This is an optimization exercise on Yosys and OpenROAD, whose aim is small area, a short achievable clock period and few clock cycles per item, not a production implementation. RTL that was checked went through simulation tests only; none was proved equivalent to the original. Function not checked in runs 1 to 3: the RTL went through the layout flow alone.

==> flow/design.v (outline; a module is shown in full before it is edited, if it fits) <==
// module me_fa: 4 lines
// module me_ha: 4 lines
// module me_fa1: 4 lines
// module me_xnor2: 3 lines
// module me_or2: 3 lines
// module me_sq: 1425 lines
// module me_sqc: 1459 lines
// module me_mulc: 3147 lines
// module me_suma: 388 lines
// module me_sumnb: 192 lines
// module me_esct: 295 lines
// module me_por: 83 lines
// module me_addbk: 214 lines
// module me_addbk21: 203 lines
// module me_addp: 139 lines
// module me_pand: 83 lines
// module mandel_engine: 195 lines
module mandel_engine (
    input             clk,
    input             reset,      
    input             start,      
    input  [31:0]     x,          
    input  [31:0]     y,          
    input  [20:0]     delta,      
    output            busy,       
    output reg        wr_en,      
    output reg [8:0]  wr_addr,    
    output reg [15:0] wr_data     
);
  // ...
==> flow/flow/run.sh <==
#!/bin/bash
# Standard ORFS layout, with two changes to how it is made (the SDC, the
# period and the constraints are the standard flow's, unchanged):
#  - timing repair is asked to leave MARGIN ns of setup slack, so it
#    optimises the paths as if the clock were faster than the 20 ns it is
#    signed off at;
#  - the port buffers that the standard flow inserts on every input and
#    output are plain buf cells (buffer_ports -buffer_cell).
# Each make run writes its full output to its own log here; ORFS keeps the
# per-step logs under orfs/logs.
set -euo pipefail
MARGIN=${MARGIN:-15}
PORTBUF=${PORTBUF:-sky130_fd_sc_hd__buf_1}
bash standard.sh synth > synth.log 2>&1
bash standard.sh SETUP_SLACK_MARGIN=$MARGIN "BUFFER_PORTS_ARGS=-buffer_cell $PORTBUF" finish > layout.log 2>&1
==> flow/standard.sh <==
#!/bin/bash
# synth_recipe.tcl (not shown) runs the flow's synth.tcl, then flattens the netlist and writes it again
# the make line also repeats each setting of config.mk as NAME=value (left out here)
make -C /OpenROAD-flow-scripts/flow DESIGN_CONFIG=/design/flow/config.mk WORK_HOME=/design/flow/orfs CLKGATE_MAP_FILE= SYNTH_SCRIPT=/design/flow/synth_recipe.tcl "${@:-finish}"
==> flow/config.mk <==
export PLATFORM = sky130hd
export DESIGN_NAME = mandel_engine
export DESIGN_NICKNAME = mandel_engine
export VERILOG_FILES = /design/flow/design.v
export SDC_FILE = /design/flow/constraint.sdc
export NUM_CORES = 4
export LEC_CHECK = 0
export CAP_MARGIN = 20
export CORE_MARGIN = 2
export CORE_UTILIZATION = 50
export CTS_CLUSTER_DIAMETER = 100
export CTS_CLUSTER_SIZE = 25
export SLEW_MARGIN = 20
export SYNTH_HIERARCHICAL = 1
export SYNTH_MINIMUM_KEEP_SIZE = 0
==> flow/constraint.sdc <==
create_clock -name core_clock -period 20.0 [get_ports {clk}]
set_input_delay 4.0000 -clock core_clock [delete_from_list [all_inputs] [get_ports {clk}]]
set_output_delay 4.0000 -clock core_clock [all_outputs]
set_load 0.01 [all_outputs]
==> key figures, run 1 <==
Route
  – Vias post-DR: 48728
  – Final ANT Viol Nets: 0
  – Routed wl met3: 20300 microns
  – Iter 0 DRT Violations: 3661
  – Drt via density: 5.61

Synthesis
  – Avg Cell Area, Syn: 10.4 sq um

Timing
  – Final hold viol count: 0
  – Final Slew Violations: 0

Floorplan
  – # Taps: 2016
  – Die height: 393 microns
  – CORE AREA: 150000 sq um

Worst setup path
  – RR Endpoint: xabn[7]

Layout
  – Design area: 75400 sq um
  – Clkbuf count: 49
  – Layout cells sized above 1: 0.0773
  – Non-clk bufs: 226
  – Combined area of the multi-input logic cells: 52700 sq um
  – Non-filler cells, final: 8688
  – Commonest non-fill, non-tap cells in the layout: fa_1 (1340), nand2_1 (1239), dfxtp_1 (588)
  – FFs & Latches: 736

Status
  – Status: no timing/DRC/antenna violations

Placement
  – I/O Buffers: 114
==> module mandel_engine, before the edit <==
module mandel_engine (
    input             clk,
    input             reset,      
    input             start,      
    input  [31:0]     x,          
    input  [31:0]     y,          
    input  [20:0]     delta,      
    output            busy,       
    output reg        wr_en,      
    output reg [8:0]  wr_addr,    
    output reg [15:0] wr_data     
);
reg        running;       
reg        idle;          
reg        ini;           
reg [31:0] gc;            
reg [31:0] gdn;           
reg [20:0] dr;            
reg [8:0]  gw;            
reg        gv;            
assign busy = running;
reg [30:0] ra, rb;        
reg        sa, sb;        
reg [31:0] dab;           
reg [31:0] c0, d0;        
reg [7:0]  k0;            
reg        e0;            
reg [63:0] sv0;           
reg [1:0]  pi0;           
reg [8:0]  wa0;           
reg [11:0] p30;           
reg        act0;
reg [31:0] xa, ya;            
reg [31:0] xbn, ybn;          
reg        ca, cb;            
reg [30:0] xabn, yabn;        
reg        cab;
reg        cyc1;
reg [31:0] c1, d1;
reg [7:0]  k1;
reg        e1;
reg [63:0] sv1;
reg [1:0]  pi1;
reg [8:0]  wa1;
reg [11:0] p31;
reg        act1;
wire [33:0] txa, tya, txb, tyb, txab, tyab;
me_sq   sqa (.r(ra), .X(txa), .Y(tya));
me_sqc  sqb (.r(rb), .X(txb), .Y(tyb));            
me_mulc mab (.r(ra), .D(dab), .X(txab), .Y(tyab));   
wire [63:0] st = {sa, ra, sb, rb};
wire cmp_en = (k0[7:3] != 5'd0);
wire save   = (k0[2:0] == 3'd7);
wire tca  = (txa[1] & tya[1])   | ((txa[1] | tya[1])   & txa[0] & tya[0]);
wire tcb  = (~txb[1] & ~tyb[1])   | ((~txb[1] | ~tyb[1])   & ~txb[0] & ~tyb[0]);
wire tcab = (~txab[1] & ~tyab[1]) | ((~txab[1] | ~tyab[1]) & ~txab[0] & ~tyab[0]);
always @(posedge clk) begin
    xa   <= txa[33:2];  ya  <= tya[33:2];  ca  <= tca;
    xbn  <= txb[33:2];  ybn  <= tyb[33:2];  cb  <= tcb;
    xabn <= txab[32:2]; yabn <= tyab[32:2]; cab <= tcab;
    cyc1 <= cmp_en & (st == sv0);
    sv1  <= save ? st : sv0;
    c1   <= c0;   d1  <= d0;
    k1   <= k0;   pi1 <= pi0;
    e1   <= e0;
    wa1  <= wa0;  p31 <= p30;
    act1 <= reset ? 1'b0 : act0;
end
wire [33:0] eu, ev;
me_esct esct (.xa(xa), .ya(ya), .xbn(xbn), .ybn(ybn), .ca(ca), .cb(cb), .U(eu), .V(ev));
wire [29:0] e29 = {1'b0, eu[28:0]} + {1'b0, ev[28:0]};
wire [4:0]  eh0 = eu[33:29] + ev[33:29];
wire [4:0]  eh1 = eu[33:29] + ev[33:29] + 5'd1;
wire [32:0] oa32 = {1'b0, xa} + {1'b0, ya} + {32'd0, ca};
wire [32:0] ob32 = {1'b0, xbn} + {1'b0, ybn} + {32'd0, ~cb};
wire oa = oa32[32];
wire ob = ~ob32[32];
wire [4:0] ek = {oa & ob, oa ^ ob, 3'd0};
wire esc = e29[29] ? (eh1 != ek) : (eh0 != ek);
wire [31:0] au, av, bu, bv;
me_suma  suma  (.xa(xa), .ya(ya), .xbn(xbn), .ybn(ybn), .c(c1), .ca(ca), .cbn(~cb), .U(au), .V(av));
me_sumnb sumnb (.xn(xabn), .yn(yabn), .dn(d1), .cabn(~cab), .U(bu), .V(bv));
wire [31:0] an, nbn, pan, pnb;
me_addp adda (.x(au), .y(av), .S(an), .P(pan));      
me_addp addb (.x(bu), .y(bv), .S(nbn), .P(pnb));     
wire [31:0] bn = nbn ^ pnb;                        
wire [30:0] an_abs = an[30:0]  ^ ({31{an[31]}}  & pan[30:0]);
wire [30:0] bn_abs = nbn[30:0] ^ ({31{nbn[31]}} & pnb[30:0]);    
wire [31:0] dab_n  = nbn ^ ({32{~an[31]}} & pnb);                
wire done = act1 & (e1 | cyc1 | (k1 == 8'd255));
wire last = (pi1 == 2'd3);
wire take = (~act1 | (done & last)) & gv;
wire inword = act1 & ~last;
wire [31:0] c1dr;
me_addbk21 addc (.a(c1), .b(dr), .ci(1'b0), .s(c1dr));
wire [31:0] nc = inword ? c1dr : gc;
wire [31:0] ndn = inword ? d1 : gdn;               
wire [31:0] nd = ~ndn;
wire [31:0] pnc, pnd;
me_por  porc (.x(nc), .P(pnc));
me_pand pord (.x(ndn), .P(pnd));
wire [31:0] nnd = ndn ^ pnd;                       
wire [30:0] nc_abs = nc[30:0] ^ ({31{nc[31]}} & pnc[30:0]);
wire [30:0] nd_abs = nd[31] ? nnd[30:0] : nd[30:0];
wire [31:0] dab_i  = nc[31] ? nnd : nd;
wire [7:0] kk = k1;
wire [3:0] pm = (kk > 8'd133) ? 4'd15 : (
                (kk > 8'd96)  ? 4'd14 : (
                (kk > 8'd69)  ? 4'd13 : (
                (kk > 8'd50)  ? 4'd12 : (
                (kk > 8'd36)  ? 4'd11 : (
                (kk > 8'd26)  ? 4'd10 : (
                (kk > 8'd19)  ? 4'd9  : (
                (kk > 8'd13)  ? 4'd8  : (
                (kk > 8'd10)  ? 4'd7  : (
                (kk >= 8'd7)  ? 4'd6  : (
                (kk >= 8'd5)  ? 4'd5  : kk[3:0] ))))))))));
wire [3:0] pix = e1 ? pm : 4'd0;
wire ld = done | take;
always @(posedge clk) begin
    if (ld) begin
        ra  <= nc_abs;  sa <= nc[31];
        rb  <= nd_abs;  sb <= nd[31];
        dab <= dab_i;
        c0  <= nc;      d0 <= ndn;
        k0  <= 8'd0;
        e0  <= 1'b0;
    end else begin
        ra  <= an_abs;  sa <= an[31];
        rb  <= bn_abs;  sb <= bn[31];
        dab <= dab_n;
        c0  <= c1;      d0 <= d1;
        k0  <= k1 + 8'd1;
        e0  <= esc;
    end
    sv0 <= sv1;
    pi0 <= take ? 2'd0 : (done ? pi1 + 2'd1 : pi1);
    wa0 <= take ? gwa : wa1;
    p30 <= done ? {p31[7:0], pix} : p31;
    act0 <= reset ? 1'b0 : (take | (act1 & ~(done & last)));
    wr_en   <= ~reset & done & last;
    wr_addr <= wa1;
    wr_data <= {p31, pix};
end
wire       row_end = (gw[3:0] == 4'd15);
wire       dir     = gw[4];
wire [8:0] gwa     = {gw[8:4], dir ? ~gw[3:0] : gw[3:0]};
wire        cneg = ini | dir;
wire [31:0] cm   = ini ? {6'd0, dr, 5'd0} : {9'd0, dr, 2'd0};
wire [31:0] gc_n, gd_n;
me_addbk addgc (.a(gc), .b(cm ^ {32{cneg}}), .ci(cneg), .s(gc_n));
wire [31:0] dm   = ini ? {7'd0, dr, 4'd0} : {11'd0, dr};
me_addbk addgd (.a(gdn), .b(dm ^ {32{ini}}), .ci(ini), .s(gd_n));
always @(posedge clk) begin
    if (reset) begin
        running <= 1'b0;
        idle    <= 1'b1;
        ini     <= 1'b0;
        gv      <= 1'b0;
    end else if (idle) begin
        if (start) begin
            running <= 1'b1;
            idle    <= 1'b0;
            ini     <= 1'b1;
        end
    end else begin
        ini <= 1'b0;
        if (ini) begin
            gv <= 1'b1;
        end else if (take && gw == 9'd511) begin
            gv <= 1'b0;
        end
        if (!ini && !gv && !act0 && !act1) begin
            running <= 1'b0;
            idle    <= 1'b1;
        end
    end
end
always @(posedge clk) begin
    if (idle) begin
        gc  <= x;
        gdn <= ~y;
        dr  <= delta;
    end else begin
        if (ini || (take && !row_end))
            gc <= gc_n;
        if (ini || (take && row_end))
            gdn <= gd_n;
        if (ini)
            gw <= 9'd0;
        else if (take)
            gw <= gw + 9'd1;
    end
end
endmodule
==> inputs of run 2 (changes only) <==
--- a/flow/design.v
+++ b/flow/design.v
@@ -7665,12 +7665,17 @@
 reg [8:0]  gw;            
 reg        gv;            
 assign busy = running;
+wire [31:0] sum_c;       
+wire       row_end = (gw[3:0] == 4'd15);
+wire       dir     = gw[4];
+wire [8:0] gwa     = {gw[8:4], dir ? ~gw[3:0] : gw[3:0]};
 reg [30:0] ra, rb;        
 reg        sa, sb;        
 reg [31:0] dab;           
 reg [31:0] c0, d0;        
 reg [7:0]  k0;            
 reg        e0;            
+reg        f0;            
 reg [63:0] sv0;           
 reg [1:0]  pi0;           
 reg [8:0]  wa0;           
@@ -7681,10 +7686,10 @@
 reg        ca, cb;            
 reg [30:0] xabn, yabn;        
 reg        cab;
+reg        z1;                
 reg        cyc1;
 reg [31:0] c1, d1;
-reg [7:0]  k1;
-reg        e1;
+reg [7:0]  k1;                
 reg [63:0] sv1;
 reg [1:0]  pi1;
 reg [8:0]  wa1;
@@ -7694,24 +7699,63 @@
 me_sq   sqa (.r(ra), .X(txa), .Y(tya));
 me_sqc  sqb (.r(rb), .X(txb), .Y(tyb));            
 me_mulc mab (.r(ra), .D(dab), .X(txab), .Y(tyab));   
-wire [63:0] st = {sa, ra, sb, rb};
-wire cmp_en = (k0[7:3] != 5'd0);
-wire save   = (k0[2:0] == 3'd7);
 wire tca  = (txa[1] & tya[1])   | ((txa[1] | tya[1])   & txa[0] & tya[0]);
 wire tcb  = (~txb[1] & ~tyb[1])   | ((~txb[1] | ~tyb[1])   & ~txb[0] & ~tyb[0]);
 wire tcab = (~txab[1] & ~tyab[1]) | ((~txab[1] | ~tyab[1]) & ~txab[0] & ~tyab[0]);
+wire fin  = act0 & f0;                        
+wire last = (pi0 == 2'd3);
+wire take = (~act0 | (fin & last)) & gv;      
+wire nw   = fin | take;                       
+wire inword = act0 & ~last;
+wire [7:0] kk = k0;
+wire [3:0] pm = (kk > 8'd133) ? 4'd15 : (
+                (kk > 8'd96)  ? 4'd14 : (
+                (kk > 8'd69)  ? 4'd13 : (
+                (kk > 8'd50)  ? 4'd12 : (
+                (kk > 8'd36)  ? 4'd11 : (
+                (kk > 8'd26)  ? 4'd10 : (
+                (kk > 8'd19)  ? 4'd9  : (
+                (kk > 8'd13)  ? 4'd8  : (
+                (kk > 8'd10)  ? 4'd7  : (
+                (kk >= 8'd7)  ? 4'd6  : (
+                (kk >= 8'd5)  ? 4'd5  : kk[3:0] ))))))))));
+wire [3:0] pix = e0 ? pm : 4'd0;
+wire [63:0] st = {sa, ra, sb, rb};
+wire cmp_en = (k0[7:3] != 5'd0) & ~nw;
+wire save   = (k0[2:0] == 3'd7);
 always @(posedge clk) begin
-    xa   <= txa[33:2];  ya  <= tya[33:2];  ca  <= tca;
+    xa   <= txa[33:2];  ya   <= tya[33:2];  ca  <= tca;
     xbn  <= txb[33:2];  ybn  <= tyb[33:2];  cb  <= tcb;
     xabn <= txab[32:2]; yabn <= tyab[32:2]; cab <= tcab;
+    z1   <= nw;
     cyc1 <= cmp_en & (st == sv0);
     sv1  <= save ? st : sv0;
-    c1   <= c0;   d1  <= d0;
-    k1   <= k0;   pi1 <= pi0;
-    e1   <= e0;
-    wa1  <= wa0;  p31 <= p30;
-    act1 <= reset ? 1'b0 : act0;
+    if (nw) begin
+        c1 <= inword ? sum_c : gc;
+        d1 <= inword ? d0 : gdn;
+        k1 <= 8'd0;
+    end else begin
+        c1 <= c0;
+        d1 <= d0;
+        k1 <= k0 + 8'd1;
+    end
+    pi1  <= take ? 2'd0 : (fin ? pi0 + 2'd1 : pi0);
+    wa1  <= take ? gwa : wa0;
+    p31  <= fin ? {p30[7:0], pix} : p30;
+    act1 <= reset ? 1'b0 : (take | (act0 & ~(fin & last)));
+    wr_en   <= ~reset & fin & last;
+    wr_addr <= wa0;
+    wr_data <= {p30, pix};
 end
+wire [31:0] xa_g   = xa & {32{~z1}};
+wire [31:0] ya_g   = ya & {32{~z1}};
+wire [31:0] xbn_g  = xbn | {32{z1}};
+wire [31:0] ybn_g  = ybn | {32{z1}};
+wire [30:0] xabn_g = xabn | {31{z1}};
+wire [30:0] yabn_g = yabn | {31{z1}};
+wire ca_g  = ca & ~z1;
+wire cb_g  = cb & ~z1;
+wire cab_g = cab & ~z1;
 wire [33:0] eu, ev;
 me_esct esct (.xa(xa), .ya(ya), .xbn(xbn), .ybn(ybn), .ca(ca), .cb(cb), .U(eu), .V(ev));
 wire [29:0] e29 = {1'b0, eu[28:0]} + {1'b0, ev[28:0]};
@@ -7722,10 +7766,10 @@
 wire oa = oa32[32];
 wire ob = ~ob32[32];
 wire [4:0] ek = {oa & ob, oa ^ ob, 3'd0};
-wire esc = e29[29] ? (eh1 != ek) : (eh0 != ek);
+wire esc = ~z1 & (e29[29] ? (eh1 != ek) : (eh0 != ek));
 wire [31:0] au, av, bu, bv;
-me_suma  suma  (.xa(xa), .ya(ya), .xbn(xbn), .ybn(ybn), .c(c1), .ca(ca), .cbn(~cb), .U(au), .V(av));
-me_sumnb sumnb (.xn(xabn), .yn(yabn), .dn(d1), .cabn(~cab), .U(bu), .V(bv));
+me_suma  suma  (.xa(xa_g), .ya(ya_g), .xbn(xbn_g), .ybn(ybn_g), .c(c1), .ca(ca_g), .cbn(~cb_g), .U(au), .V(av));
+me_sumnb sumnb (.xn(xabn_g), .yn(yabn_g), .dn(d1), .cabn(~cab_g), .U(bu), .V(bv));
 wire [31:0] an, nbn, pan, pnb;
 me_addp adda (.x(au), .y(av), .S(an), .P(pan));      
 me_addp addb (.x(bu), .y(bv), .S(nbn), .P(pnb));     
@@ -7733,68 +7777,26 @@
 wire [30:0] an_abs = an[30:0]  ^ ({31{an[31]}}  & pan[30:0]);
 wire [30:0] bn_abs = nbn[30:0] ^ ({31{nbn[31]}} & pnb[30:0]);    
 wire [31:0] dab_n  = nbn ^ ({32{~an[31]}} & pnb);                
-wire done = act1 & (e1 | cyc1 | (k1 == 8'd255));
-wire last = (pi1 == 2'd3);
-wire take = (~act1 | (done & last)) & gv;
-wire inword = act1 & ~last;
-wire [31:0] c1dr;
-me_addbk21 addc (.a(c1), .b(dr), .ci(1'b0), .s(c1dr));
-wire [31:0] nc = inword ? c1dr : gc;
-wire [31:0] ndn = inword ? d1 : gdn;               
-wire [31:0] nd = ~ndn;
-wire [31:0] pnc, pnd;
-me_por  porc (.x(nc), .P(pnc));
-me_pand pord (.x(ndn), .P(pnd));
-wire [31:0] nnd = ndn ^ pnd;                       
-wire [30:0] nc_abs = nc[30:0] ^ ({31{nc[31]}} & pnc[30:0]);
-wire [30:0] nd_abs = nd[31] ? nnd[30:0] : nd[30:0];
-wire [31:0] dab_i  = nc[31] ? nnd : nd;
-wire [7:0] kk = k1;
-wire [3:0] pm = (kk > 8'd133) ? 4'd15 : (
-                (kk > 8'd96)  ? 4'd14 : (
-                (kk > 8'd69)  ? 4'd13 : (
-                (kk > 8'd50)  ? 4'd12 : (
-                (kk > 8'd36)  ? 4'd11 : (
-                (kk > 8'd26)  ? 4'd10 : (
-                (kk > 8'd19)  ? 4'd9  : (
-                (kk > 8'd13)  ? 4'd8  : (
-                (kk > 8'd10)  ? 4'd7  : (
-                (kk >= 8'd7)  ? 4'd6  : (
-                (kk >= 8'd5)  ? 4'd5  : kk[3:0] ))))))))));
-wire [3:0] pix = e1 ? pm : 4'd0;
-wire ld = done | take;
 always @(posedge clk) begin
-    if (ld) begin
-        ra  <= nc_abs;  sa <= nc[31];
-        rb  <= nd_abs;  sb <= nd[31];
-        dab <= dab_i;
-        c0  <= nc;      d0 <= ndn;
-        k0  <= 8'd0;
-        e0  <= 1'b0;
-    end else begin
-        ra  <= an_abs;  sa <= an[31];
-        rb  <= bn_abs;  sb <= bn[31];
-        dab <= dab_n;
-        c0  <= c1;      d0 <= d1;
-        k0  <= k1 + 8'd1;
-        e0  <= esc;
-    end
+    ra  <= an_abs;  sa <= an[31];
+    rb  <= bn_abs;  sb <= bn[31];
+    dab <= dab_n;
+    c0  <= c1;      d0 <= d1;
+    k0  <= k1;
+    e0  <= esc;
+    f0  <= esc | cyc1 | (k1 == 8'd255);
     sv0 <= sv1;
-    pi0 <= take ? 2'd0 : (done ? pi1 + 2'd1 : pi1);
-    wa0 <= take ? gwa : wa1;
-    p30 <= done ? {p31[7:0], pix} : p31;
-    act0 <= reset ? 1'b0 : (take | (act1 & ~(done & last)));
-    wr_en   <= ~reset & done & last;
-    wr_addr <= wa1;
-    wr_data <= {p31, pix};
+    pi0 <= pi1;
+    wa0 <= wa1;
+    p30 <= p31;
+    act0 <= reset ? 1'b0 : act1;
 end
-wire       row_end = (gw[3:0] == 4'd15);
-wire       dir     = gw[4];
-wire [8:0] gwa     = {gw[8:4], dir ? ~gw[3:0] : gw[3:0]};
 wire        cneg = ini | dir;
 wire [31:0] cm   = ini ? {6'd0, dr, 5'd0} : {9'd0, dr, 2'd0};
-wire [31:0] gc_n, gd_n;
-me_addbk addgc (.a(gc), .b(cm ^ {32{cneg}}), .ci(cneg), .s(gc_n));
+wire        use_c = fin & inword;
+wire [31:0] gd_n;
+me_addbk addgc (.a(use_c ? c0 : gc), .b(use_c ? {11'd0, dr} : (cm ^ {32{cneg}})),
+                .ci(~use_c & cneg), .s(sum_c));
 wire [31:0] dm   = ini ? {7'd0, dr, 4'd0} : {11'd0, dr};
 me_addbk addgd (.a(gdn), .b(dm ^ {32{ini}}), .ci(ini), .s(gd_n));
 always @(posedge clk) begin
@@ -7829,7 +7831,7 @@
         dr  <= delta;
     end else begin
         if (ini || (take && !row_end))
-            gc <= gc_n;
+            gc <= sum_c;
         if (ini || (take && row_end))
             gdn <= gd_n;
         if (ini)
==> run 2 against run 1 <==
Effect of this change: still clean on timing, DRC and antenna; critical path type unchanged; flip-flop and latch count is 1 higher; utilization rose by 0.86 points; clock skew grew 0.011 ns; wire length fell by 4.1%; sequential share of layout area increased by 0.57 points.
==> key figures, run 2 <==
GRT
  – First-pass GRT wire length: 312000 microns
  – Number of global-route vias before repair: 49532
  – Initial antenna violation count: 7
  – Total grt overflow: 0
  – Largest net degree at the start of global routing: 86
  – GRT Total Usage: 0.282

Hold path
  – Hold EP: sv0[6]
  – Worst hold path cell count: 0
  – Hold crit path type: register to register
  – Min-delay src: sv1[6]

Floorplan
  – Io pins: 115
  – Die height: 385 microns (-2.1%)
  – Row count: 139
  – Initial core utilization: 0.504
  – Die area: 148000 sq um
  – CORE AREA: 144000 sq um (-4.2%)
  – Die width: 385 microns

Timing
  – Final setup fails: 0
  – Clock Skews: 0.0628 ns
  – Slew @ Worst Pin: 1.21 ns
  – RSZ-0062 raised after global routing: yes
  – Final hold viol count: 0 (unchanged)
  – Fin Setup TNS: 0 ns
  – Fmax: 195 MHz
  – Final Slew Violations: 0 (unchanged)
  – Minimum clock period: 5.13 ns
  – Slew Limit Headroom: 0.191
  – Period utilization: 0.257

Synthesis
  – Post-Syn Instances: 6759
  – Post-Syn Area: 72400 sq um
  – Avg Cell Area, Syn: 10.7 sq um (+2.7%)
  – Net Count, Synth: 8581
  – Ys Warns: 7

Worst setup path
  – Req. time, crit path: 16.00 ns
  – CP arrival: 1.13 ns
  – R2R depth: 19
  – Largest fanout on the critical path: 1
  – Reg2reg setup slack: 14.99 ns
  – RR Endpoint: dab[1]
  – Top Family by Delay on Critical Path: flip-flops
  – Critical path startpoint category: register
  – Critical Path Slowest Stage Cell: dfxtp_2
  – Critical path buffers and inverters: 1
  – Largest stage delay, worst path: 0.34 ns
  – Critical-path cell list: buf_6
  – Crit Path Category: register to output port
  – Reg2reg start: z1
  – Critical Path End Type: output port

Layout
  – Most common cell after layout, fill and taps aside: fa_1
  – Final nets: 8062
  – Commonest non-fill, non-tap cells in the layout: fa_1 (1321), nand2_1 (1264), dfxtp_1 (601)
  – Biggest regs: sv0: 64 flops, sv1: 64 flops
  – Layout cells sized above 1: 0.108 (+0.0309)
  – Area growth, synth to finish: 1.46%

CTS
  – H-Tree Depth: 2
  – # clock sinks: 737
  – CTS tree: built
  – Clock transition at the registers of the reported paths: 0.10 ns
  – CTS Buffer Depth: 3
  – Root buf cell: clkbuf_16
  – Skew-Pair Late Insertion Delay: 0.69 ns
  – CTS Buf Count: 40

Route
  – Vias post-DR: 45890 (-5.8%)
  – Iter 0 DRT Violations: 3702 (+1.1%)
  – # DRC: 0
  – Drt wl/cell: 25.3 microns
  – Final WL: 207000 microns
  – Drt via density: 5.62 (+0.12%)
  – Final ANT Viol Nets: 0 (unchanged)
  – Drt first pass iters: 17

Placement
  – GP Congestion: 0.909
  – I/O Buffers: 114 (unchanged)
  – DP HPWL: 145000 microns

Status
  – Status: no timing/DRC/antenna violations

Job
  – Max-cap violation count: 0
-- run 2: final cells by class --
type | instances | area [sq um]
fill | 12797 | 70200
clock buffer | 53 | 1090
tap | 1903 | 2380
clock inverter | 16 | 284
multi-input combinational | 4928 | 50800
inverter | 285 | 1070
sequential | 737 | 15800
antenna | 2 | 5.00
timing repair buffer | 248 | 2020
-- run 2: worst max-delay path by stage --
stage	from	end	slack, ns	depth (start not counted)
2_1_floorplan	z1	ra[19]	14.98	20
3_3_place_gp	z1	ra[17]	13.69	17
3_5_place_dp	z1	ra[21]	13.56	17
4_1_cts	wr_data[10]	wr_data[10]	14.81	1
5_1_grt	wr_data[10]	wr_data[10]	14.83	1
6_report	wr_addr[1]	wr_addr[1]	14.87	1
-- run 2: repair_timing --
item	in CTS	in global routing
hold endpoints to repair	0	0
endpoints found under the setup margin	169	137
buffers inserted	10	13
resized for setup	92	93
hold buffers	0	0
pin swaps	12	38
cloned	6	12
-- run 2: metal layers --
| metal | vias to the layer above | wire [microns] | GRT usage | part of all wire |
|---|---|---|---|---|
| met5 | - | 0 | 0 | 0 |
| met4 | 0 | 7820 | 0.0893 | 0.038 |
| met3 | 432 | 16300 | 0.0511 | 0.079 |
| met2 | 1966 | 92800 | 0.438 | 0.45 |
| met1 | 23764 | 89600 | 0.403 | 0.43 |
| li1 | 19728 | - | - | - |
-- run 2: stage by stage --
step / util / hold WS [ns] / area [sq um] / setup WS [ns] / cells
3_5_place_dp: 0.492 / 0.312 / 70700 / 13.56 / 8060
2_1_floorplan: - / 0.310 / 72400 / 14.98 / 6759
5_1_grt: 0.511 / 0.322 / 73400 / 14.83 / 8171
6_report: 0.511 / 0.322 / 73400 / 14.87 / 8172
3_3_place_gp: 0.492 / 0.310 / 70700 / 13.69 / 8059
4_1_cts: 0.506 / 0.322 / 72700 / 14.81 / 8145
==> inputs of run 3 (changes only) <==
--- a/flow/design.v
+++ b/flow/design.v
@@ -7702,12 +7702,16 @@
 wire tca  = (txa[1] & tya[1])   | ((txa[1] | tya[1])   & txa[0] & tya[0]);
 wire tcb  = (~txb[1] & ~tyb[1])   | ((~txb[1] | ~tyb[1])   & ~txb[0] & ~tyb[0]);
 wire tcab = (~txab[1] & ~tyab[1]) | ((~txab[1] | ~tyab[1]) & ~txab[0] & ~tyab[0]);
-wire fin  = act0 & f0;                        
+wire big_a = (ra >= 31'h10100000) & (ra < 31'h2D000000);
+wire big_b = (rb >= 31'h10100000) & (rb < 31'h2D000000);
+wire ee   = act0 & ~f0 & (big_a | big_b);     
+wire fin  = (act0 & f0) | ee;                 
 wire last = (pi0 == 2'd3);
 wire take = (~act0 | (fin & last)) & gv;      
 wire nw   = fin | take;                       
 wire inword = act0 & ~last;
-wire [7:0] kk = k0;
+wire [7:0] k0p1 = k0 + 8'd1;
+wire [7:0] kk = f0 ? k0 : k0p1;
 wire [3:0] pm = (kk > 8'd133) ? 4'd15 : (
                 (kk > 8'd96)  ? 4'd14 : (
                 (kk > 8'd69)  ? 4'd13 : (
@@ -7719,7 +7723,7 @@
                 (kk > 8'd10)  ? 4'd7  : (
                 (kk >= 8'd7)  ? 4'd6  : (
                 (kk >= 8'd5)  ? 4'd5  : kk[3:0] ))))))))));
-wire [3:0] pix = e0 ? pm : 4'd0;
+wire [3:0] pix = (f0 & ~e0) ? 4'd0 : pm;
 wire [63:0] st = {sa, ra, sb, rb};
 wire cmp_en = (k0[7:3] != 5'd0) & ~nw;
 wire save   = (k0[2:0] == 3'd7);
@@ -7737,7 +7741,7 @@
     end else begin
         c1 <= c0;
         d1 <= d0;
-        k1 <= k0 + 8'd1;
+        k1 <= k0p1;
     end
     pi1  <= take ? 2'd0 : (fin ? pi0 + 2'd1 : pi0);
     wa1  <= take ? gwa : wa0;
==> run 3 against run 2 <==
Effect of this change: still clean; register-to-register slack worse by 0.02 ns; synthesized cell count about the same; clock skew down 0.0046 ns; sequential share of layout area down 0.34 points; worst setup slack worse by 0.0012 ns; critical path depth unchanged; critical endpoint is now wr_en.
==> key figures, run 3 <==
GRT
  – GRT Total Usage: 0.279 (-0.00317)
  – Initial antenna violation count: 6 (-1)
  – Total grt overflow: 0 (unchanged)
  – Largest net degree at the start of global routing: 90 (+4.7%)
  – Number of global-route vias before repair: 49692 (+0.32%)
  – First-pass GRT wire length: 310000 microns (-0.54%)

Worst setup path
  – Reg2reg setup slack: 14.97 ns (-0.02 ns)
  – Critical path startpoint category: register
  – Critical Path End Type: output port
  – Crit Path Category: register to output port
  – Req. time, crit path: 16.00 ns (about the same)
  – Critical path buffers and inverters: 1 (unchanged)
  – Largest fanout on the critical path: 1 (unchanged)
  – Critical Path Slowest Stage Cell: dfxtp_2
  – Critical-path cell list: buf_6
  – Largest stage delay, worst path: 0.36 ns (+0.02 ns)
  – Top Family by Delay on Critical Path: flip-flops
  – CP arrival: 1.14 ns (about the same)

Timing
  – Hold WS: 0.288 ns (-0.0332 ns)
  – Final hold viol count: 0 (unchanged)
  – Period utilization: 0.257 (about the same)
  – Fin Setup TNS: 0 ns (unchanged)
  – Clock Skews: 0.0582 ns (-0.00465 ns)
  – Fmax: 195 MHz (about the same)
  – Slew @ Worst Pin: 1.20 ns (-0.0134 ns)
  – Final setup fails: 0 (unchanged)
  – Slew Limit Headroom: 0.193 (+0.00265)
  – RSZ-0062 raised after global routing: yes
  – Final Slew Violations: 0 (unchanged)
  – Minimum clock period: 5.14 ns (+0.00120 ns)

Layout
  – Area growth, synth to finish: 2.80%
  – Biggest regs: sv0: 64 flops, sv1: 64 flops
  – Final nets: 8098 (+0.45%)
  – Fillers: 12655 (-1.1%)
  – Layout cells sized above 1: 0.127 (+0.0193)
  – Most common cell after layout, fill and taps aside: fa_1
  – Commonest non-fill, non-tap cells in the layout: fa_1 (1309), nand2_1 (1136), dfxtp_1 (590)

CTS
  – CTS Buf Count: 41 (+2.5%)
  – # clock sinks: 737 (unchanged)
  – CTS Buffer Depth: 3 (unchanged)
  – Clock transition at the registers of the reported paths: 0.10 ns (about the same)
  – Skew-Pair Late Insertion Delay: 0.67 ns (-0.02 ns)
  – Cts hold-fix bufs: 0 (unchanged)
  – H-Tree Depth: 2 (unchanged)
  – Root buf cell: clkbuf_16
  – CTS tree: built

Route
  – # DRC: 0 (unchanged)
  – Drt wl/cell: 25.6 microns (+1.3%)
  – Final WL: 210000 microns (+1.8%)
  – Drt first pass iters: 5 (-12)
  – Final ANT Viol Nets: 0 (unchanged)
  – Iter 0 DRT Violations: 3884 (+4.9%)
  – Vias post-DR: 46425 (+1.2%)
  – Drt via density: 5.65 (+0.65%)

Synthesis
  – Post-Syn Instances: 6755 (-0.059%)
  – Ys Warns: 7 (unchanged)
  – Post-Syn Area: 72800 sq um (+0.50%)
  – Avg Cell Area, Syn: 10.8 sq um (+0.56%)
  – Net Count, Synth: 8574 (-0.082%)

Floorplan
  – Initial core utilization: 0.505 (+0.00129)
  – Die area: 149000 sq um (+0.49%)
  – Io pins: 115 (unchanged)
  – Row count: 139 (unchanged)
  – CORE AREA: 144000 sq um (+0.24%)
  – Die width: 385 microns (+0.25%)
  – Die height: 385 microns (+0.25%)

Placement
  – GP Congestion: 0.888 (-2.3%)
  – DP HPWL: 147000 microns (+1.7%)
  – I/O Buffers: 114 (unchanged)

Job
  – Max-cap violation count: 0 (unchanged)

Status
  – Status: no timing/DRC/antenna violations

Hold path
  – Hold crit path type: register to register
## run 3: final timing paths
path / start / end / depth (start not counted)
setup reg to reg: ra[20] / gc[30] / 18
setup / recovery: wr_en / wr_en / 1
hold reg to reg: sv1[0] / sv0[0] / 0
hold / removal: sv1[0] / sv0[0] / 0
## run 3: final cells by class
class                      count  area, sq um  area share
multi-input combinational   4915        51500       0.689
sequential                   737        15800       0.211
timing repair buffer         294         2680      0.0358
tap                         1903         2380      0.0318
clock buffer                  55         1110      0.0148
inverter                     290         1090      0.0146
clock inverter                17          240     0.00321
antenna                        3         7.51    0.000100
## run 3: timing repair
action                     4_1_cts  5_1_grt
setup endpoints to repair      191      160
pin swaps                       14       43
gates resized for setup        114      218
cloned                           4       17
setup buffers                   15       45
## run 3: metal layers
layer | global-route usage | share of wire
met5 | 0 | 0.00039
met3 | 0.0522 | 0.085
met2 | 0.448 | 0.46
met4 | 0.0812 | 0.037
met1 | 0.387 | 0.42
## run 3: stage by stage
stage	cells	setup slack [ns]	area (sq um)	util
finish	8214	14.86	74800	0.519
global route	8211	14.80	74800	0.519
CTS	8149	14.82	73000	0.507
detailed placement	8058	14.04	71000	0.493
global placement	8058	14.14	71000	0.493
floorplan	6755	14.99	72800	-
==> inputs of run 4 (changes only) <==
--- a/flow/design.v
+++ b/flow/design.v
@@ -7665,7 +7665,6 @@
 reg [8:0]  gw;            
 reg        gv;            
 assign busy = running;
-wire [31:0] sum_c;       
 wire       row_end = (gw[3:0] == 4'd15);
 wire       dir     = gw[4];
 wire [8:0] gwa     = {gw[8:4], dir ? ~gw[3:0] : gw[3:0]};
@@ -7702,16 +7701,12 @@
 wire tca  = (txa[1] & tya[1])   | ((txa[1] | tya[1])   & txa[0] & tya[0]);
 wire tcb  = (~txb[1] & ~tyb[1])   | ((~txb[1] | ~tyb[1])   & ~txb[0] & ~tyb[0]);
 wire tcab = (~txab[1] & ~tyab[1]) | ((~txab[1] | ~tyab[1]) & ~txab[0] & ~tyab[0]);
-wire big_a = (ra >= 31'h10100000) & (ra < 31'h2D000000);
-wire big_b = (rb >= 31'h10100000) & (rb < 31'h2D000000);
-wire ee   = act0 & ~f0 & (big_a | big_b);     
-wire fin  = (act0 & f0) | ee;                 
+wire fin  = act0 & f0;                        
 wire last = (pi0 == 2'd3);
 wire take = (~act0 | (fin & last)) & gv;      
 wire nw   = fin | take;                       
 wire inword = act0 & ~last;
-wire [7:0] k0p1 = k0 + 8'd1;
-wire [7:0] kk = f0 ? k0 : k0p1;
+wire [7:0] kk = k0;
 wire [3:0] pm = (kk > 8'd133) ? 4'd15 : (
                 (kk > 8'd96)  ? 4'd14 : (
                 (kk > 8'd69)  ? 4'd13 : (
@@ -7723,7 +7718,9 @@
                 (kk > 8'd10)  ? 4'd7  : (
                 (kk >= 8'd7)  ? 4'd6  : (
                 (kk >= 8'd5)  ? 4'd5  : kk[3:0] ))))))))));
-wire [3:0] pix = (f0 & ~e0) ? 4'd0 : pm;
+wire [3:0] pix = e0 ? pm : 4'd0;
+wire [31:0] c0dr;
+me_addbk21 addc (.a(c0), .b(dr), .ci(1'b0), .s(c0dr));
 wire [63:0] st = {sa, ra, sb, rb};
 wire cmp_en = (k0[7:3] != 5'd0) & ~nw;
 wire save   = (k0[2:0] == 3'd7);
@@ -7735,13 +7732,13 @@
     cyc1 <= cmp_en & (st == sv0);
     sv1  <= save ? st : sv0;
     if (nw) begin
-        c1 <= inword ? sum_c : gc;
+        c1 <= inword ? c0dr : gc;
         d1 <= inword ? d0 : gdn;
         k1 <= 8'd0;
     end else begin
         c1 <= c0;
         d1 <= d0;
-        k1 <= k0p1;
+        k1 <= k0 + 8'd1;
     end
     pi1  <= take ? 2'd0 : (fin ? pi0 + 2'd1 : pi0);
     wa1  <= take ? gwa : wa0;
@@ -7797,10 +7794,8 @@
 end
 wire        cneg = ini | dir;
 wire [31:0] cm   = ini ? {6'd0, dr, 5'd0} : {9'd0, dr, 2'd0};
-wire        use_c = fin & inword;
-wire [31:0] gd_n;
-me_addbk addgc (.a(use_c ? c0 : gc), .b(use_c ? {11'd0, dr} : (cm ^ {32{cneg}})),
-                .ci(~use_c & cneg), .s(sum_c));
+wire [31:0] gc_n, gd_n;
+me_addbk addgc (.a(gc), .b(cm ^ {32{cneg}}), .ci(cneg), .s(gc_n));
 wire [31:0] dm   = ini ? {7'd0, dr, 4'd0} : {11'd0, dr};
 me_addbk addgd (.a(gdn), .b(dm ^ {32{ini}}), .ci(ini), .s(gd_n));
 always @(posedge clk) begin
@@ -7835,7 +7830,7 @@
         dr  <= delta;
     end else begin
         if (ini || (take && !row_end))
-            gc <= sum_c;
+            gc <= gc_n;
         if (ini || (take && row_end))
             gdn <= gd_n;
         if (ini)
==> run 4 against run 3 <==
Effect of this change: flip-flop and latch count unchanged; global-route usage increased by 0.72 points; fmax about the same; via count increased by 0.52%; count of clock-buffer cells in the layout decreased by 3; area after synthesis increased by 0.25%; clock skew decreased by 0.019 ns; critical endpoint is now wr_addr[0]; sequential share of layout area increased by 0.16 points; register-to-register slack improved by 0.02 ns.
==> key figures, run 4 <==
GRT
  – Initial antenna violation count: 4 (-2)
  – GRT Total Usage: 0.286 (+0.00718)
  – First-pass GRT wire length: 316000 microns (+1.9%)
  – Total grt overflow: 0 (unchanged)
  – Largest net degree at the start of global routing: 70 (-22%)
  – Number of global-route vias before repair: 49991 (+0.60%)

Synthesis
  – Post-Syn Area: 72900 sq um (+0.25%)
  – Post-Syn Instances: 6770 (+0.22%)
  – Avg Cell Area, Syn: 10.8 sq um (about the same)
  – Ys Warns: 7 (unchanged)
  – Net Count, Synth: 8628 (+0.63%)

Timing
  – Final Slew Violations: 0 (unchanged)
  – Slew @ Worst Pin: 1.09 ns (-0.112 ns)
  – Minimum clock period: 5.13 ns (-0.00310 ns)
  – Slew Limit Headroom: 0.275 (+0.0820)
  – Clock Skews: 0.0391 ns (-0.0190 ns)
  – Period utilization: 0.257 (about the same)
  – Final setup fails: 0 (unchanged)
  – Fmax: 195 MHz (about the same)
  – Fin Setup TNS: 0 ns (unchanged)
  – Final hold viol count: 0 (unchanged)
  – RSZ-0062 raised after global routing: yes
  – Final Worst Setup Slack: 14.87 ns (+0.00310 ns)

Floorplan
  – Die width: 386 microns (+0.13%)
  – Row count: 140 (+0.72%)
  – Die height: 386 microns (+0.13%)
  – Initial core utilization: 0.502 (-0.00294)
  – Io pins: 115 (unchanged)
  – CORE AREA: 145000 sq um (+0.84%)
  – Die area: 149000 sq um (+0.25%)

Layout
  – Design area: 74200 sq um (-0.79%)
  – Biggest regs: sv0: 64 flops, sv1: 64 flops
  – Fillers: 12962 (+2.4%)
  – Area growth, synth to finish: 1.73%
  – Non-filler cells, final: 8207 (-0.085%)
  – Layout cells sized above 1: 0.118 (-0.00986)
  – Final nets: 8114 (+0.20%)
  – Most common cell after layout, fill and taps aside: fa_1
  – Commonest non-fill, non-tap cells in the layout: fa_1 (1335), nand2_1 (1128), dfxtp_1 (591)

Route
  – Drt wl/cell: 25.8 microns (+0.74%)
  – Drt first pass iters: 6 (+1)
  – Vias post-DR: 46666 (+0.52%)
  – Final WL: 212000 microns (+0.65%)
  – Iter 0 DRT Violations: 3598 (-7.4%)
  – Drt via density: 5.69 (+0.60%)
  – # DRC: 0 (unchanged)
  – Final ANT Viol Nets: 0 (unchanged)

Worst setup path
  – Crit Path Category: register to output port
  – Top Family by Delay on Critical Path: flip-flops
  – Critical path buffers and inverters: 1 (unchanged)
  – Largest fanout on the critical path: 1 (unchanged)
  – Critical Path Slowest Stage Cell: dfxtp_2
  – Critical path startpoint category: register
  – Req. time, crit path: 16.00 ns (about the same)
  – Critical-path cell list: buf_6
  – Largest stage delay, worst path: 0.34 ns (-0.02 ns)
  – CP arrival: 1.13 ns (about the same)
  – Critical Path End Type: output port

CTS
  – CTS Buffer Depth: 3 (unchanged)
  – Clock transition at the registers of the reported paths: 0.10 ns (about the same)
  – H-Tree Depth: 2 (unchanged)
  – Cts hold-fix bufs: 0 (unchanged)
  – Root buf cell: clkbuf_16
  – Skew-Pair Late Insertion Delay: 0.68 ns (about the same)
  – # clock sinks: 737 (unchanged)
  – CTS Buf Count: 40 (-2.4%)
  – CTS tree: built

Placement
  – Pre-CTS WS: 13.65 ns (-0.392 ns)
  – GP Congestion: 0.926 (+4.2%)
  – Placed Area: 71300 sq um (+0.32%)
  – DP HPWL: 148000 microns (+0.88%)
  – I/O Buffers: 114 (unchanged)
  – Placed cell count: 8096 (+0.47%)

Status
  – Status: no timing/DRC/antenna violations

Job
  – Max-cap violation count: 0 (unchanged)

Hold path
  – Hold crit path type: register to register
==> run 4: cell count changes in the layout (fill, tap and decap cells not counted), sizes merged, moves of 11 or more <==
cell    delta
o21ai     +23
nand2     +12
ha        +28
o21a      -13
buf       -43
clkbuf    -11
mux2      -31
fa        +11
inv       +21
==> run 4: stage by stage <==
step,util,hold WS [ns]
floorplan,-,0.310
global placement,0.491,0.310
detailed placement,0.491,0.312
CTS,0.503,0.321
global route,0.511,0.325
finish,0.511,0.320
==> run 4: worst paths after layout <==
| kind | startpoint | endpoint | slack, ns | cells past startpoint |
|---|---|---|---|---|
| min | sv1[35] | sv0[35] | 0.32 | 0 |
| max reg2reg | ra[12] | xabn[6] | 14.99 | 10 |
| min reg2reg | sv1[35] | sv0[35] | 0.32 | 0 |
| max | wr_addr[0] | wr_addr[0] | 14.87 | 1 |
==> run 4: timing repair <==
item,4_1_cts,5_1_grt
endpoints found under the setup margin,151,140
buffers inserted,11,10
pin swaps,8,32
resized for setup,72,183
gates cloned,3,11
==> run 4: layout make-up <==
| class | count | area (sq um) | area share |
|---|---|---|---|
| Inverter | 310 | 1160 | 0.0157 |
| Tap cell | 1917 | 2400 | 0.0323 |
| Antenna cell | 6 | 15.0 | 0.000202 |
| Timing Repair Buffer | 242 | 1940 | 0.0262 |
| Clock buffer | 52 | 1080 | 0.0146 |
| Clock inverter | 18 | 235 | 0.00317 |
| Sequential cell | 737 | 15800 | 0.213 |
| Multi-Input combinational cell | 4925 | 51600 | 0.695 |
==> run 4: routing by layer <==
| metal | part of all wire | global-route usage | vias to the layer above | wire length, microns |
|---|---|---|---|---|
| li1 | - | - | 19831 | - |
| met1 | 0.40 | 0.382 | 24157 | 85700 |
| met2 | 0.46 | 0.465 | 2151 | 98400 |
| met3 | 0.088 | 0.0579 | 527 | 18600 |
| met4 | 0.042 | 0.0995 | 0 | 8920 |
| met5 | 0 | 0 | - | 0 |
Testbench counts of run 4, summed over its fixed seeds: cycles 4,261,994, pixels 98,304.

==> static timing again, ports no longer ideal <==
The flow's constraints put no driver on any port. The routed layouts listed below were extracted and timed again, unchanged, in two steps. Step 1 sets driving cells, clkbuf_16 on the clock port and buf_2 on the other inputs (assumed; they add their load-dependent delay and slew). Step 2 moves the port delays by t, midway between the first and last clock arrival at a register: inputs arrive t later, outputs are due t later. That takes back most of the time a late clock gives input paths. a / b / c = no drivers / after step 1 / after step 2; a / b = the first two.
run	t (ns)	setup WS [ns]	worst hold slack (ns)
run 1	0.753	14.854 / 14.775 / 15.070	0.324 / 0.324 / 0.324
run 2	0.732	14.866 / 14.788 / 14.994	0.322 / 0.322 / 0.322
run 3	0.719	14.865 / 14.790 / 14.968	0.288 / 0.288 / 0.288
run 4	0.742	14.868 / 14.783 / 14.990	0.320 / 0.320 / 0.320
After both steps every run listed still meets setup and hold.
